This is an optimization exercise on Yosys and OpenROAD, whose aim is a short achievable clock period and few clock cycles, not a production implementation. RTL that was checked went through simulation tests only; none was proved equivalent to the original. No functional check of the RTL was part of run 1. Power figures rest on the tool's default switching activity, not on a simulated workload.

==> design.v <==
`timescale 1ns / 1ps
`timescale 1ns / 1ps
`timescale 1ns / 1ps
`timescale 1ns / 1ps
`timescale 1ns / 1ps
`timescale 1ns / 1ps
`timescale 1ns / 1ps
`timescale 1ns / 1ps
`timescale 1ns / 1ps
`default_nettype none
module cpu (
    input  wire        clk,
    input  wire        rst_n,
    output wire [15:0] imem_addr,
    input  wire [7:0]  imem_data,
    output wire [15:0] dmem_addr,
    input  wire [7:0]  dmem_rd_data,
    output wire [7:0]  dmem_wr_data,
    output wire        dmem_wr_en
);
    reg  [15:0] rf [1:15];
    wire [15:0] rv [0:15];
    assign rv[0] = 16'h0000;
    genvar gi;
    generate
        for (gi = 1; gi < 16; gi = gi + 1) begin : g_rv
            assign rv[gi] = rf[gi];
        end
    endgenerate
    reg         fO, fV, fC, fN, fZ;
    reg  [15:0] mar;
    reg  [15:0] stk [0:15];
    reg  [3:0]  sp;
    reg  [15:0] tos;             
    reg         s_rv0, s_rv1, s_op, s_b1, s_b2, s_b3;
    reg  [15:0] fa;              
    reg  [7:0]  op;              
    reg  [7:0]  w1;              
    reg  [7:0]  vlo;             
    wire [15:0] cur = fa;
    assign imem_addr = fa;
    wire [7:0]  b    = imem_data;
    wire [15:0] cur1 = cur + 16'd1;
    wire [15:0] cur2 = cur + 16'd2;
    wire [15:0] r_52 = rv[b[5:2]];
    wire [15:0] r_74 = rv[b[7:4]];
    wire [15:0] r_30 = rv[b[3:0]];
    wire o_arith = (op <= 8'h09) || (op >= 8'h3F);    
    wire o_unary = (op >= 8'h0A) && (op <= 8'h25);    
    wire o_jump  = ((op >= 8'h26) && (op <= 8'h2C)) ||
                   ((op >= 8'h38) && (op <= 8'h3A));
    wire o_mov   = (op == 8'h2D);
    wire o_lmar  = (op == 8'h2E);
    wire o_smar  = (op == 8'h2F);
    wire o_load  = (op == 8'h30);
    wire o_stor  = (op == 8'h31);
    wire o_push  = (op == 8'h3B);
    wire o_pop   = (op == 8'h3C);
    wire o_call  = (op == 8'h3D);
    wire o_comp  = (op >= 8'h34) && (op <= 8'h37);
    wire o_djn   = (op == 8'h35);
    wire o_std3  = o_arith | o_unary | o_mov | o_lmar;
    wire b_imar  = (b == 8'h32);
    wire b_dmar  = (b == 8'h33);
    wire b_ret   = (b == 8'h3E);
    wire [1:0] bmode = b[7:6];
    wire [1:0] mode  = w1[7:6];
    wire need_w2 = o_lmar |
                   (o_mov   & (bmode != 2'b11)) |
                   (o_arith & (bmode != 2'b11)) |
                   (o_unary & (bmode == 2'b00));
    wire djn_skip = o_djn & (bmode != 2'b10);
    reg jcond;
    always @(*) begin
        case (op)
            8'h26: jcond = 1'b1;
            8'h27: jcond = fZ;
            8'h28: jcond = fN;
            8'h29: jcond = ~fZ & ~fN;
            8'h2A: jcond = fV;
            8'h2B: jcond = fC;
            8'h2C: jcond = fO;
            8'h38: jcond = ~fZ;
            8'h39: jcond = (fN == fV);
            8'h3A: jcond = (fN != fV) | fZ;
            default:  jcond = 1'b0;
        endcase
    end
    reg  [7:0]  A, B;
    reg  [3:0]  xrd;
    reg  [15:0] d16;             
    reg  [7:0]  wd;              
    reg         x_alu;           
    reg         x_we;            
    reg         x_pass;          
    reg         x_sub;
    reg  [1:0]  x_cm;            
    reg  [2:0]  x_sel;           
    reg  [2:0]  x_sh;
    reg  [4:0]  x_bm;
    reg  [1:0]  x_cj;            
    reg         x_mar_ld, x_imar, x_dmar;
    reg         x_push, x_pop, x_popw;
    reg         x_stor;
    reg         c_alu, c_we, c_sub;
    reg  [1:0]  c_cm;
    reg  [2:0]  c_sel;
    reg  [2:0]  c_sh;
    reg  [4:0]  c_bm;
    reg  [1:0]  c_cj;
    always @(*) begin
        c_alu = 1'b1; c_we = 1'b0; c_sub = 1'b0; c_cm = 2'd0; c_sel = 3'd0;
        c_sh  = op[2:0] - 3'd2;      
        c_bm  = op[4:0] - 5'h12;     
        c_cj  = 2'd0;
        case (op)
            8'h00: begin c_we = 1'b1; end
            8'h01: begin c_we = 1'b1; c_cm = 2'd2; end
            8'h02: begin c_we = 1'b1; c_sub = 1'b1; c_cm = 2'd1; end
            8'h03: begin c_we = 1'b1; c_sub = 1'b1; c_cm = 2'd3; end
            8'h04: begin c_we = 1'b1; c_sel = 3'd1; end
            8'h05:  begin c_we = 1'b1; c_sel = 3'd2; end
            8'h06: begin c_we = 1'b1; c_sel = 3'd3; end
            8'h07: begin c_we = 1'b1; c_sel = 3'd4; end
            8'h08: begin c_we = 1'b1; c_sel = 3'd5; end
            8'h09: begin c_sub = 1'b1; c_cm = 2'd1; end
            8'h34: begin c_we = 1'b1; c_cj = 2'd1; end
            8'h35: begin c_we = 1'b1; c_sub = 1'b1; c_cm = 2'd1; c_cj = 2'd1; end
            8'h36: begin c_we = 1'b1; c_sub = 1'b1; c_cm = 2'd1; c_cj = 2'd2; end
            8'h37: begin c_we = 1'b1; c_sub = 1'b1; c_cm = 2'd1; c_cj = 2'd1; end
            default: begin
                if (o_unary) begin
                    c_we  = 1'b1;
                    c_sel = (op <= 8'h11) ? 3'd6 : 3'd7;
                end
            end
        endcase
    end
    wire [7:0] bx  = B ^ {8{x_sub}};
    wire       ci  = (x_cm == 2'd0) ? 1'b0 :
                     (x_cm == 2'd1) ? 1'b1 :
                     (x_cm == 2'd2) ? fC : ~fC;
    wire [8:0] s9  = {1'b0, A} + {1'b0, bx} + {8'd0, ci};
    wire       add_c = s9[8] ^ x_sub;
    wire       add_v = (A[7] == bx[7]) & (s9[7] != A[7]);
    wire       sh_right = x_sh[2];
    wire       sh_out   = sh_right ? A[0] : A[7];
    reg        sh_in;
    always @(*) begin
        case (x_sh[1:0])
            2'd0: sh_in = sh_out;
            2'd1: sh_in = 1'b1;
            2'd2: sh_in = 1'b0;
            default: sh_in = ~sh_out;
        endcase
    end
    wire [7:0] sh_r = sh_right ? {sh_in, A[7:1]} : {A[6:0], sh_in};
    reg [7:0] bm_r;
    always @(*) begin
        case (x_bm)
            5'h00: bm_r = A ^ 8'hFF;
            5'h01: bm_r = A ^ 8'hF0;
            5'h02: bm_r = A ^ 8'h0F;
            5'h03: bm_r = A ^ 8'hAA;
            5'h04: bm_r = A ^ 8'h55;
            5'h05: bm_r = A ^ 8'hA0;
            5'h06: bm_r = A ^ 8'h50;
            5'h07: bm_r = A ^ 8'h0A;
            5'h08: bm_r = A ^ 8'h05;
            5'h09: bm_r = A ^ 8'h01;
            5'h0A: bm_r = A ^ 8'h80;
            5'h0B: bm_r = {A[0], A[1], A[2], A[3], A[4], A[5], A[6], A[7]};
            5'h0C: bm_r = {A[7], A[6], A[5], A[4], A[0], A[1], A[2], A[3]};
            5'h0D: bm_r = {A[4], A[5], A[6], A[7], A[3], A[2], A[1], A[0]};
            5'h0E: bm_r = {A[1], A[6], A[3], A[4], A[5], A[2], A[7], A[0]};
            5'h0F: bm_r = {A[7], A[0], A[5], A[2], A[3], A[4], A[1], A[6]};
            5'h10: bm_r = {A[7], A[6], A[5], A[4], A[1], A[2], A[3], A[0]};
            5'h11: bm_r = {A[5], A[6], A[7], A[4], A[3], A[2], A[1], A[0]};
            5'h12: bm_r = {A[7], A[6], A[5], A[4], A[3], A[0], A[1], A[2]};
            5'h13: bm_r = {A[7], A[4], A[5], A[6], A[3], A[2], A[1], A[0]};
            default: bm_r = A;
        endcase
    end
    reg [7:0] res;
    reg       res_c, res_v;
    always @(*) begin
        res_c = 1'b0; res_v = 1'b0;
        case (x_sel)
            3'd0: begin res = s9[7:0]; res_c = add_c; res_v = add_v; end
            3'd1: res = A & B;
            3'd2: res = A | B;
            3'd3: res = ~(A | B);
            3'd4: res = ~(A & B);
            3'd5: res = A ^ B;
            3'd6: begin res = sh_r; res_c = sh_out; end
            default: res = bm_r;
        endcase
        if (x_pass) res = A;
    end
    wire res_z = (res == 8'h00);
    wire res_n = res[7];
    wire res_o = ^res;
    wire ccond = (x_cj == 2'd2) ? (res_n | res_z) : ~res_z;
    wire [15:0] tos_d = (s_rv0 | s_rv1) ? stk[4'd1] :
                        x_push          ? d16 :
                        x_pop           ? stk[sp + 4'd2] : tos;
    assign dmem_addr    = mar;
    assign dmem_wr_en   = x_stor;
    assign dmem_wr_data = wd;
    always @(posedge clk or negedge rst_n) begin
        if (!rst_n) begin
            s_rv0 <= 1'b1; s_rv1 <= 1'b0; s_op <= 1'b0;
            s_b1  <= 1'b0; s_b2  <= 1'b0; s_b3 <= 1'b0;
            fa    <= 16'hFFFC;
            op    <= 8'h00;
            w1    <= 8'h00;
            vlo   <= 8'h00;
            A     <= 8'h00;
            B     <= 8'h00;
            xrd   <= 4'h0;
            d16   <= 16'h0000;
            wd    <= 8'h00;
            x_alu <= 1'b0; x_we <= 1'b0; x_pass <= 1'b0; x_sub <= 1'b0;
            x_cm  <= 2'd0; x_sel <= 3'd0; x_sh <= 3'd0; x_bm <= 5'd0; x_cj <= 2'd0;
            x_mar_ld <= 1'b0; x_imar <= 1'b0; x_dmar <= 1'b0;
            x_push <= 1'b0; x_pop <= 1'b0; x_popw <= 1'b0; x_stor <= 1'b0;
        end else begin
            x_alu <= 1'b0; x_we <= 1'b0; x_pass <= 1'b0; x_cj <= 2'd0;
            x_mar_ld <= 1'b0; x_imar <= 1'b0; x_dmar <= 1'b0;
            x_push <= 1'b0; x_pop <= 1'b0; x_popw <= 1'b0; x_stor <= 1'b0;
            fa <= cur1;
            x_sub <= c_sub; x_cm <= c_cm; x_sel <= c_sel; x_sh <= c_sh; x_bm <= c_bm;
            if (s_rv0) begin
                vlo   <= b;
                s_rv0 <= 1'b0;
                s_rv1 <= 1'b1;
            end
            if (s_rv1) begin
                fa    <= {b, vlo};
                s_rv1 <= 1'b0;
                s_op  <= 1'b1;
            end
            if (s_op) begin
                op <= b;
                if (b_imar | b_dmar) begin
                    x_imar <= b_imar;
                    x_dmar <= b_dmar;
                    fa     <= cur2;
                end else if (b_ret) begin
                    x_pop  <= 1'b1;
                    fa     <= tos_d;
                end else begin
                    s_op <= 1'b0;
                    s_b1 <= 1'b1;
                end
            end
            if (s_b1) begin
                w1  <= b;
                s_b1 <= 1'b0;
                if (o_std3) begin
                    xrd <= b[5:2];
                    A   <= (o_mov & (bmode == 2'b11)) ? dmem_rd_data : r_52[7:0];
                    B   <= dmem_rd_data;
                    if (need_w2) begin
                        s_b2 <= 1'b1;
                    end else begin
                        s_op   <= 1'b1;
                        fa     <= cur2;
                        x_alu  <= ~o_mov;
                        x_we   <= o_mov | c_we;
                        x_pass <= o_mov;
                    end
                end else if (o_comp) begin
                    xrd <= b[7:4];
                    A   <= r_74[7:0];
                    B   <= (bmode == 2'b11) ? dmem_rd_data :
                           o_djn            ? 8'h01 : r_30[7:0];
                    if (djn_skip) begin
                        s_b3   <= 1'b1;
                        fa     <= cur2;
                        x_alu  <= 1'b1;
                        x_we   <= 1'b1;
                        x_cj   <= c_cj;
                    end else begin
                        s_b2 <= 1'b1;
                    end
                end else begin
                    s_op <= 1'b1;
                    xrd  <= b[5:2];
                    A    <= dmem_rd_data;           
                    wd   <= r_52[7:0];              
                    d16  <= o_call ? cur1 : r_52;   
                    if ((o_jump & jcond) | o_call)
                        fa <= r_52;                 
                    x_mar_ld <= o_smar;
                    x_stor   <= o_stor;
                    x_push   <= o_push | o_call;
                    x_pop    <= o_pop;
                    x_popw   <= o_pop;
                    x_we     <= o_load;
                    x_pass   <= o_load;
                end
            end
            if (s_b2) begin
                s_b2 <= 1'b0;
                if (o_comp) begin
                    s_b3 <= 1'b1;
                    if (!o_djn) begin
                        xrd <= b[7:4];
                        if (mode != 2'b00) A <= r_74[7:0];
                    end
                    if (mode == 2'b10) B <= b;
                    x_alu <= 1'b1;
                    x_we  <= 1'b1;
                    x_cj  <= c_cj;
                end else begin
                    s_op <= 1'b1;
                    d16  <= {w1, b};                
                    if (o_mov | (mode == 2'b00)) A <= r_74[7:0];
                    B    <= (mode == 2'b10) ? b : r_30[7:0];
                    x_mar_ld <= o_lmar;
                    x_alu    <= ~o_mov & ~o_lmar;
                    x_we     <= o_mov | c_we;
                    x_pass   <= o_mov;
                end
            end
            if (s_b3) begin
                s_b3  <= 1'b0;
                s_op  <= 1'b1;
                if (ccond)
                    fa <= r_74;
            end
        end
    end
    always @(posedge clk or negedge rst_n) begin
        if (!rst_n) begin
            fO <= 1'b0; fV <= 1'b0; fC <= 1'b0; fN <= 1'b0; fZ <= 1'b0;
            mar <= 16'h0000;
            sp  <= 4'h0;
        end else begin
            if (x_alu) begin
                fZ <= res_z;
                fN <= res_n;
                fC <= res_c;
                fV <= res_v;
                fO <= res_o;
            end
            if (x_mar_ld)
                mar <= d16;
            else if (x_imar)
                mar <= mar + 16'd1;
            else if (x_dmar)
                mar <= mar - 16'd1;
            if (x_push)
                sp <= sp - 4'd1;
            else if (x_pop)
                sp <= sp + 4'd1;
        end
    end
    integer i;
    always @(posedge clk or negedge rst_n) begin
        if (!rst_n) begin
            for (i = 1; i < 16; i = i + 1)
                rf[i] <= 16'h0000;
        end else begin
            for (i = 1; i < 16; i = i + 1) begin
                if (x_popw && xrd == i[3:0])
                    rf[i] <= tos;
                else if (x_we && xrd == i[3:0])
                    rf[i][7:0] <= res;
            end
        end
    end
    always @(posedge clk) begin
        if (x_push)
            stk[sp] <= d16;
    end
    always @(posedge clk) begin
        tos <= tos_d;
    end
endmodule
`default_nettype wire
==> run.sh <==
#!/bin/bash
# synth_recipe.tcl (not shown) runs the flow's synth.tcl, then flattens the netlist and writes it again
# the make line also repeats each setting of config.mk as NAME=value (left out here)
make -C /OpenROAD-flow-scripts/flow DESIGN_CONFIG=/design/flow/config.mk WORK_HOME=/design/flow/orfs CLKGATE_MAP_FILE= SYNTH_SCRIPT=/design/flow/synth_recipe.tcl finish
==> config.mk <==
export PLATFORM = sky130hd
export DESIGN_NAME = cpu
export DESIGN_NICKNAME = cpu
export VERILOG_FILES = /design/flow/design.v
export SDC_FILE = /design/flow/constraint.sdc
export NUM_CORES = 4
export LEC_CHECK = 0
export CAP_MARGIN = 20
export CORE_MARGIN = 2
export CORE_UTILIZATION = 40
export PLACE_DENSITY = 0.6
export SETUP_SLACK_MARGIN = 5
export SLEW_MARGIN = 20
==> constraint.sdc <==
create_clock -name core_clock -period 8.0 [get_ports {clk}]
set_input_delay 1.6000 -clock core_clock [delete_from_list [all_inputs] [get_ports {clk}]]
set_output_delay 1.6000 -clock core_clock [all_outputs]
set_load 0.01 [all_outputs]
==> results.txt, run 1 <==
- ANT nets after route: 0
- Gate power share: 0.433
- Internal: 9310 uW
- Synthesis-to-finish area growth: 22.4%
- R2R setup slack: slightly below 4000 ps
- Req. time, crit path: approximately 8600 ps
- Synth Register Bits: 650
- Share of the synthesized area in the top cell type: 0.250
- R2R Path End: fa[10]
- Vias: 33065
- Dpl cell area: roughly 38000 sq um
- Crit end category: flop
- Post-route cell area: around 44000 sq um
- Slew HR: 0.170
- Via density per instance: a little under 7
- CTS tree: built
- Remaining DRCs: 0
- Final number of hold-violating endpoints: 0
- Cell with the most instances after synthesis: nand2_1
- Clock sink total: 650
- NetSw: just under 7000 uW
- Synth Warn #: 2
- Outcome: no timing/DRC/antenna violations
- Setup crit end: fa[10]
- CTS H-Tree Depth: 3
- CORE AREA: roughly 90000 sq um
- First-pass GRT wire length: between 200000 and 250000 um
- Fin nets: about 3700
- IO Pins: 59
- Root Buffer: clkbuf_16
- Total grt overflow: 0
- Leakage: 0.0176 uW
- Clk Latency, worst-skew pair: 670 ps
- DR pass1 iterations: 13
- Worst slew pin tran: around 1200 ps
- Starting DRT DRC Count: between 5000 and 6000
- All-Layer GR Usage: 0.317
- Synth Area per Inst: 10.3 sq um
- Syn nets: 3603
- Largest net degree at the start of global routing: about 120
- Crit Path Category: flop to flop
- Reg clk slew, reported paths: approximately 60 ps
- Vias in the first global route: ~31000
- Cells after Synth: between 3000 and 4000
- Area leader, netlist: dfrtp_1
- Die area: between 90000 and 100000 sq um
- Top_reg_cell synth: dfrtp_1
- Footprint of the multi-input gates: ~19000 sq um
- Part of the power in registers: 0.351
- Final Max Slew Viols: 0
- RSZ-0062 raised after global routing: yes
- Reg2Reg Depth: 19
- Die W: ~310 um
- Die H: 305 um
- Setup tns final: 0 ps
- PortBufs: 58
- Max clock buf depth: 3
- Area contributors post-synth: dfrtp_1 25%, edfxtp_1 21%, nand2_1 4.5%
- Post-synthesis instance area: 36300 sq um
- Clock Power Share: 0.216
- Standard-cell rows: 110
- Detailed placer's ending HPWL: between 90000 and 100000 um
- Final Routed Wirelength: around 150000 um
- Initial antenna violation count: 6
- Power Dens Cells: between 300 and 400 nW/um^2
- Cell variety after synth: about 110
- CTS Buf Count: 73
- Top cells by count, synth: 432 x nand2_1, 363 x dfrtp_1, 269 x nor2_1
- Sequential Area: about 18000 sq um
- Routed WL per cell: approximately 31 um
- Sequential area share after synthesis: 0.481
- Filler cell count: around 8200
- Sw frac: 0.423
- Async SR Flop Fraction: 0.582
- Post-synth EDFFs: between 200 and 300
- Worst Path Arrival: about 4700 ps
- Max-cap violations: 0
- Fraction of layout cells with a size suffix above 1: 0.253
- Maximum vdd drop: 0.409 mV
- Initial Utilization: 0.404
- Startpoint types: flop
- GP Congestion: slightly above 1
- Final setup viols: 0
- Max Clk Rate: around 0.24 GHz
- HP Class: flop to flop
- Crit share post-route: 0.511
- Worst r2r src: fC
- CP Launch Point: fC
- Clk_skew: about 44 ps
- Crit path time final: a little over 4000 ps
- Worst Path Max Fanout: 11
-- worst min path at each step --
stage | cells after the start | endpoint | startpoint
after floorplan | 0 | x_bm[0] | op[0]
after global placement | 2 | wd[6] | wd[6]
after detailed placement | 2 | wd[2] | wd[2]
after CTS | 2 | wd[2] | wd[2]
after global routing | 2 | wd[2] | wd[2]
final | 2 | wd[2] | wd[2]
-- logic make-up after synthesis --
| group | share of synthesized area |
|---|---|
| AOI/OAI and AO/OA | 0.197 |
| xor gates and xnor gates | 0.0168 |
| buffers and inverters | 0.0397 |
| muxes | 0.102 |
| and+or+nand+nor | 0.143 |
| adders and majority gates | 0.0197 |
| DFF | 0.481 |
| other | 0.000103 |
-- per-stage QoR --
step | power, uW | instances | hold slack (ps) | utilization | setup slack [ps]
final | 16100 | 4895 | 482 | 0.494 | 3910
after global routing | 16800 | 4893 | 490 | 0.494 | 3790
after CTS | 15400 | 4818 | 484 | 0.478 | 3990
after detailed placement | 11100 | 4553 | 475 | 0.425 | 2600
after global placement | 11100 | 4553 | 464 | 0.424 | 2620
after floorplan | 9040 | 3531 | 352 | - | 3930
-- timing repair --
item / 4_1_cts / 5_1_grt
resized for setup: 344 / 179
pin swaps: 67 / 83
buffers inserted: 113 / 68
endpoints found under the hold margin: 0 / 0
hold buffers: 0 / 0
endpoints found under the setup margin: 334 / 212
gates cloned: 18 / 3
-- cell usage in the layout, fill, tap and decap left out, types with 64 or more instances in the layout --
cell type and count:
nand2_1 422, dfrtp_1 341, edfxtp_1 256, nor2_1 234
buf_4 187, o21ai_0 160, mux2_2 134, a21oi_1 123
a22oi_1 118, mux2i_1 76, clkbuf_16 76, nand3_1 64
-- area by class of cell --
type | count | share of cell area
flip-flops and latches | 650 | 0.394
diodes | 4 | 0.000225
multi-input cells | 2538 | 0.428
clock inverters | 40 | 0.0103
clock buffers | 94 | 0.0454
repair buffers | 333 | 0.0832
inverters | 60 | 0.00560
well taps | 1176 | 0.0331
-- layer usage --
metal  wire length [um]  track usage
met1              59800        0.427
met2              62100        0.448
met3              20400        0.113
met4               9880        0.160
met5                131      0.00207
-- registers in the layout (all words and copies together) (netlist names), 2 cells and up --
| register | flops |
|---|---|
| stk | 256 |
| x_bm | 5 |
| A | 8 |
| xrd | 4 |
| op | 8 |
| sp | 4 |
| x_cj | 2 |
| w1 | 8 |
| B | 8 |
| x_cm | 2 |
| wd | 8 |
| mar | 16 |
| tos | 16 |
| d16 | 16 |
| rf | 240 |
| vlo | 8 |
| fa | 16 |
| x_sel | 3 |
-- critical path, stage by stage, from the launching register on --
cell and delay (ps):
dfrtp_1 360, nand2_2 100, xnor2_4 190, fa_2 280
inv_2 50, fa_2 390, nor2b_2 150, o21ai_2 70
nor3b_2 160, o31ai_2 240, a221oi_2 110, a311oi_2 260
buf_6 160, inv_4 30, ha_4 130, and4_4 160
or3_4 350, o211a_4 330, nand4_1 270, o221a_1 240
-- power groups by stage --
stage	sequential [uW]	clock (uW)	combinational, uW
2_1_floorplan	4870	0	4170
3_3_place_gp	5680	0	5420
3_5_place_dp	5660	0	5460
4_1_cts	5550	3520	6350
5_1_grt	5700	3660	7440
6_report	5660	3490	6990
==> inputs of run 2 (changes only) <==
--- a/design.v
+++ b/design.v
@@ -35,9 +35,12 @@
     reg         s_rv0, s_rv1, s_op, s_b1, s_b2, s_b3;
     reg  [15:0] fa;              
+    reg  [15:0] jt;              
+    reg         sel_j;           
+    reg         sel_t;           
     reg  [7:0]  op;              
     reg  [7:0]  w1;              
     reg  [7:0]  vlo;             
-    wire [15:0] cur = fa;
-    assign imem_addr = fa;
+    wire [15:0] cur = sel_j ? jt : (sel_t ? tos : fa);
+    assign imem_addr = cur;
     wire [7:0]  b    = imem_data;
     wire [15:0] cur1 = cur + 16'd1;
@@ -202,7 +205,4 @@
     wire res_o = ^res;
     wire ccond = (x_cj == 2'd2) ? (res_n | res_z) : ~res_z;
-    wire [15:0] tos_d = (s_rv0 | s_rv1) ? stk[4'd1] :
-                        x_push          ? d16 :
-                        x_pop           ? stk[sp + 4'd2] : tos;
     assign dmem_addr    = mar;
     assign dmem_wr_en   = x_stor;
@@ -213,4 +213,7 @@
             s_b1  <= 1'b0; s_b2  <= 1'b0; s_b3 <= 1'b0;
             fa    <= 16'hFFFC;
+            jt    <= 16'h0000;
+            sel_j <= 1'b0;
+            sel_t <= 1'b0;
             op    <= 8'h00;
             w1    <= 8'h00;
@@ -226,4 +229,6 @@
             x_push <= 1'b0; x_pop <= 1'b0; x_popw <= 1'b0; x_stor <= 1'b0;
         end else begin
+            sel_j <= 1'b0;
+            sel_t <= 1'b0;
             x_alu <= 1'b0; x_we <= 1'b0; x_pass <= 1'b0; x_cj <= 2'd0;
             x_mar_ld <= 1'b0; x_imar <= 1'b0; x_dmar <= 1'b0;
@@ -237,5 +242,6 @@
             end
             if (s_rv1) begin
-                fa    <= {b, vlo};
+                jt    <= {b, vlo};
+                sel_j <= 1'b1;
                 s_rv1 <= 1'b0;
                 s_op  <= 1'b1;
@@ -249,5 +255,5 @@
                 end else if (b_ret) begin
                     x_pop  <= 1'b1;
-                    fa     <= tos_d;
+                    sel_t  <= 1'b1;
                 end else begin
                     s_op <= 1'b0;
@@ -291,6 +297,6 @@
                     wd   <= r_52[7:0];              
                     d16  <= o_call ? cur1 : r_52;   
-                    if ((o_jump & jcond) | o_call)
-                        fa <= r_52;                 
+                    jt   <= r_52;                   
+                    sel_j    <= (o_jump & jcond) | o_call;
                     x_mar_ld <= o_smar;
                     x_stor   <= o_stor;
@@ -328,6 +334,6 @@
                 s_b3  <= 1'b0;
                 s_op  <= 1'b1;
-                if (ccond)
-                    fa <= r_74;
+                jt    <= r_74;
+                sel_j <= ccond;
             end
         end
@@ -377,5 +383,10 @@
     end
     always @(posedge clk) begin
-        tos <= tos_d;
+        if (s_rv0 | s_rv1)
+            tos <= stk[4'd1];
+        else if (x_push)
+            tos <= d16;
+        else if (x_pop)
+            tos <= stk[sp + 4'd2];
     end
 endmodule
--- a/config.mk
+++ b/config.mk
@@ -10,4 +10,3 @@
 export CORE_UTILIZATION = 40
 export PLACE_DENSITY = 0.6
-export SETUP_SLACK_MARGIN = 5
 export SLEW_MARGIN = 20
==> results.txt, run 2 <==
- Vias: 29975 (-9.3%)
- Crit Path Category: flop to primary output
- Req. time, crit path: 6400 ps (-2200 ps)
- Initial Utilization: 0.405 (+0.00111)
- Slowest-stage cell, CP: edfxtp_1
- Clk_skew: 40.9 ps (-3.60 ps)
- Worst Path Arrival: 3110 ps (-1580 ps)
- Outcome: no timing/DRC/antenna violations
- Synth Register Bits: 668 (+2.8%)
- CTS H-Tree Depth: 3 (unchanged)
- Remaining DRCs: 0 (unchanged)
- Async SR Flop Fraction: 0.593 (+0.0113)
- Maximum vdd drop: 0.284 mV (-31%)
- Fraction of layout cells with a size suffix above 1: 0.149 (-0.104)
- Vias in the first global route: 27845 (-11%)
- Detailed placer's ending HPWL: 97900 um (+0.90%)
- Largest net degree at the start of global routing: 155 (+30%)
- Power Dens Cells: 362 nW/um^2 (-0.30%)
- Die area: 92100 sq um (-1.2%)
- PortBufs: 58 (unchanged)
- R2R setup slack: 3590 ps (-320 ps)
- Hold slack: 503 ps (+21.2 ps)
- All-Layer GR Usage: 0.303 (-0.0132)
- Initial antenna violation count: 4 (-2)
- Dpl cell area: 37700 sq um (-1.3%)
- Area leader, netlist: dfrtp_1
- RSZ-0062 raised after global routing: no
- Sequential area share after synthesis: 0.504 (+0.0231)
- Final Non-Filler Cells: 4577 (-6.5%)
- Leakage: 0.0159 uW (-9.9%)
- Starting DRT DRC Count: 4352 (-22%)
- Max-cap violations: 0 (unchanged)
- CTS resizes: 0 (-100%)
- Post-synthesis instance area: 35900 sq um (-1.2%)
- Commonest non-fill, non-tap cell in the layout: nand2_1
- Largest Register: stk
- Worst Path Max Fanout: 16 (+5)
- Dpl cells: 4434 (-2.6%)
- Reg2Reg Depth: 16 (-3)
- Syn nets: 3440 (-4.5%)
- Slew HR: 0.161 (-0.00918)
- Area contributors post-synth: dfrtp_1 27%, edfxtp_1 23%, mux4_2 5.4%
- GP Congestion: 1.03 (-1.1%)
- Total grt overflow: 0 (unchanged)
- Cells after Synth: 3368 (-4.6%)
- Max reg flops: 256 (unchanged)
- Most frequent cells in the layout: 501 x nand2_1, 379 x dfrtp_1, 272 x edfxtp_1
- CTS Buf Count: 78 (+6.8%)
- DR pass1 iterations: 8 (-5)
- CORE AREA: 88600 sq um (-1.5%)
- Synth Warn #: 2 (unchanged)
- Setup tns final: 0 ps (unchanged)
- Die H: 303 um (-0.62%)
- Cells along the critical path: mux2i_1 > nor2_1 > a21oi_1 > inv_1 > clkdlybuf4s50_1
- Via density per instance: 6.55 (-3.0%)
- Worst hold stages: 2 (unchanged)
- Cell variety after synth: 107 (-0.93%)
- Clock sink total: 668 (+2.8%)
- IO Pins: 59 (unchanged)
- Final setup viols: 0 (unchanged)
- Synth Area per Inst: 10.7 sq um (+3.5%)
- Standard-cell rows: 109 (-0.91%)
- Clk Latency, worst-skew pair: 670 ps (about the same)
- Final number of hold-violating endpoints: 0 (unchanged)
- Fin nets: 3422 (-8.2%)
- Post-route cell area: 40500 sq um (-9.0%)
- # hold bufs at CTS: 0 (unchanged)
- CP max stage delay: 770 ps (+380 ps)
- First-pass GRT wire length: 203000 um (-7.1%)
- Worst r2r src: x_sub
- Post-CTS setup buffer count: 0 (-100%)
- Worst slew pin tran: 1250 ps (+10.5 ps)
- Final Routed Wirelength: 141000 um (-7.3%)
- Post-synth EDFFs: 272 (+6.3%)
- Hold EP: d16[13]
- Final Max Slew Viols: 0 (unchanged)
- Crit share post-route: 0.588 (+0.0773)
- Top_reg_cell synth: dfrtp_1
- Share of the synthesized area in the top cell type: 0.266 (+0.0157)
- Root Buffer: clkbuf_16
- Top cells by count, synth: 501 x nand2_1, 381 x dfrtp_1, 272 x edfxtp_1
- HP Start: w1[5]
- Regs by FF count: stk (256), rf (240)
- CTS tree: built
- Die W: 303 um (-0.62%)
- R2R Path End: sel_j
- Startpoint types: flop
- Cell with the most instances after synthesis: nand2_1
- ANT nets after route: 0 (unchanged)
- Routed WL per cell: 30.8 um (-0.87%)
- Crit path time final: 4710 ps (+618 ps)
- HP Class: flop to flop
- Reg clk slew, reported paths: 60 ps (about the same)
- Crit end category: primary output
- Max Clk Rate: 0.212 GHz (-13%)
- Synthesis-to-finish area growth: 12.8%
- Max clock buf depth: 3 (unchanged)
-- run 2: routing by layer --
metal  GRT usage  vias to the layer above  wire (um)
met5           0                        -          0
met4       0.121                        0       6290
met3      0.0675                      346      15300
met2       0.436                     1863      59700
met1       0.444                    15122      59900
li1            -                    12644          -
-- run 2: cell families after synthesis --
group	count (synthesis)	synth area share
other cells	1	0.000105
mux	266	0.108
fa+ha+maj	54	0.0197
xor+xnor	66	0.0161
flops	668	0.504
simple gates	1107	0.139
buf+inv	315	0.0357
compound gates	891	0.176
-- run 2: critical path: cells and delay by family (launching register included) --
kind / cells / cell delay, ps
AO/OA/AOI/OAI: 1 / 540
flip-flops: 1 / 770
multiplexers: 1 / 290
AND/OR/NAND/NOR: 1 / 60
buffers and inverters: 2 / 760
-- run 2: layout make-up --
cell class              count  area (sq um)
flip-flops and latches    668         18100
inverters                  69           259
clock inverters            39           574
diodes                      2          5.00
multi-input cells        2385         16700
well taps                1165          1460
repair buffers            148          1250
fillers                  8200         48200
clock buffers             101          2130
-- run 2: report_power, final --
group	switching, uW	internal [uW]	leakage, uW
Combinational	3060	2080	0.00692
Sequential	1420	4350	0.00765
Clock	1530	2200	0.00130
-- run 2: stage by stage --
stage | power (uW) | worst slack (ps) | util
after global placement | 10800 | 2970 | 0.426
after detailed placement | 10800 | 2870 | 0.426
final | 14600 | 3290 | 0.456
after global routing | 15300 | 3210 | 0.456
after CTS | 14500 | 3270 | 0.456
after floorplan | 8610 | 4330 | -
-- run 2: worst max path at each step --
stage,from,to,slack (ps),depth (start not counted)
floorplan,x_sub,fO,4330,17
global placement,imem_data[4],A[1],2970,9
detailed placement,imem_data[4],A[1],2870,9
CTS,tos[10],imem_addr[10],3270,5
global route,tos[10],imem_addr[10],3210,5
finish,tos[10],imem_addr[10],3290,5
Testbench counts of run 2, summed over its fixed seeds: cycles 116,082.

what the ideal ports hide:
Ports are ideal in the flow. The routed layouts listed here were re-timed in OpenROAD. Step 1 sets driving cells, clkbuf_16 on the clock port and buf_2 on the other inputs (assumed; they add their load-dependent delay and slew). Step 2 times the ports against the registers' clock, not the clock port: input delays grow and output delays shrink by t, the midpoint of the rising clock arrivals with the driver on. a / b / c = ideal / step 1 / step 2; a / b = the first two.
run	t (ns)	setup slack, ns	worst register clock-pin slew, ns
run 1	0.712	3.911 / 3.911 / 3.784	0.07 / 0.07
run 2	0.720	3.293 / 3.224 / 2.677	0.06 / 0.06
After both steps every run listed still meets setup and hold. For run 2, which loses most, drivers alone change the setup slack by -0.069 ns; drivers and shift together by -0.616 ns.
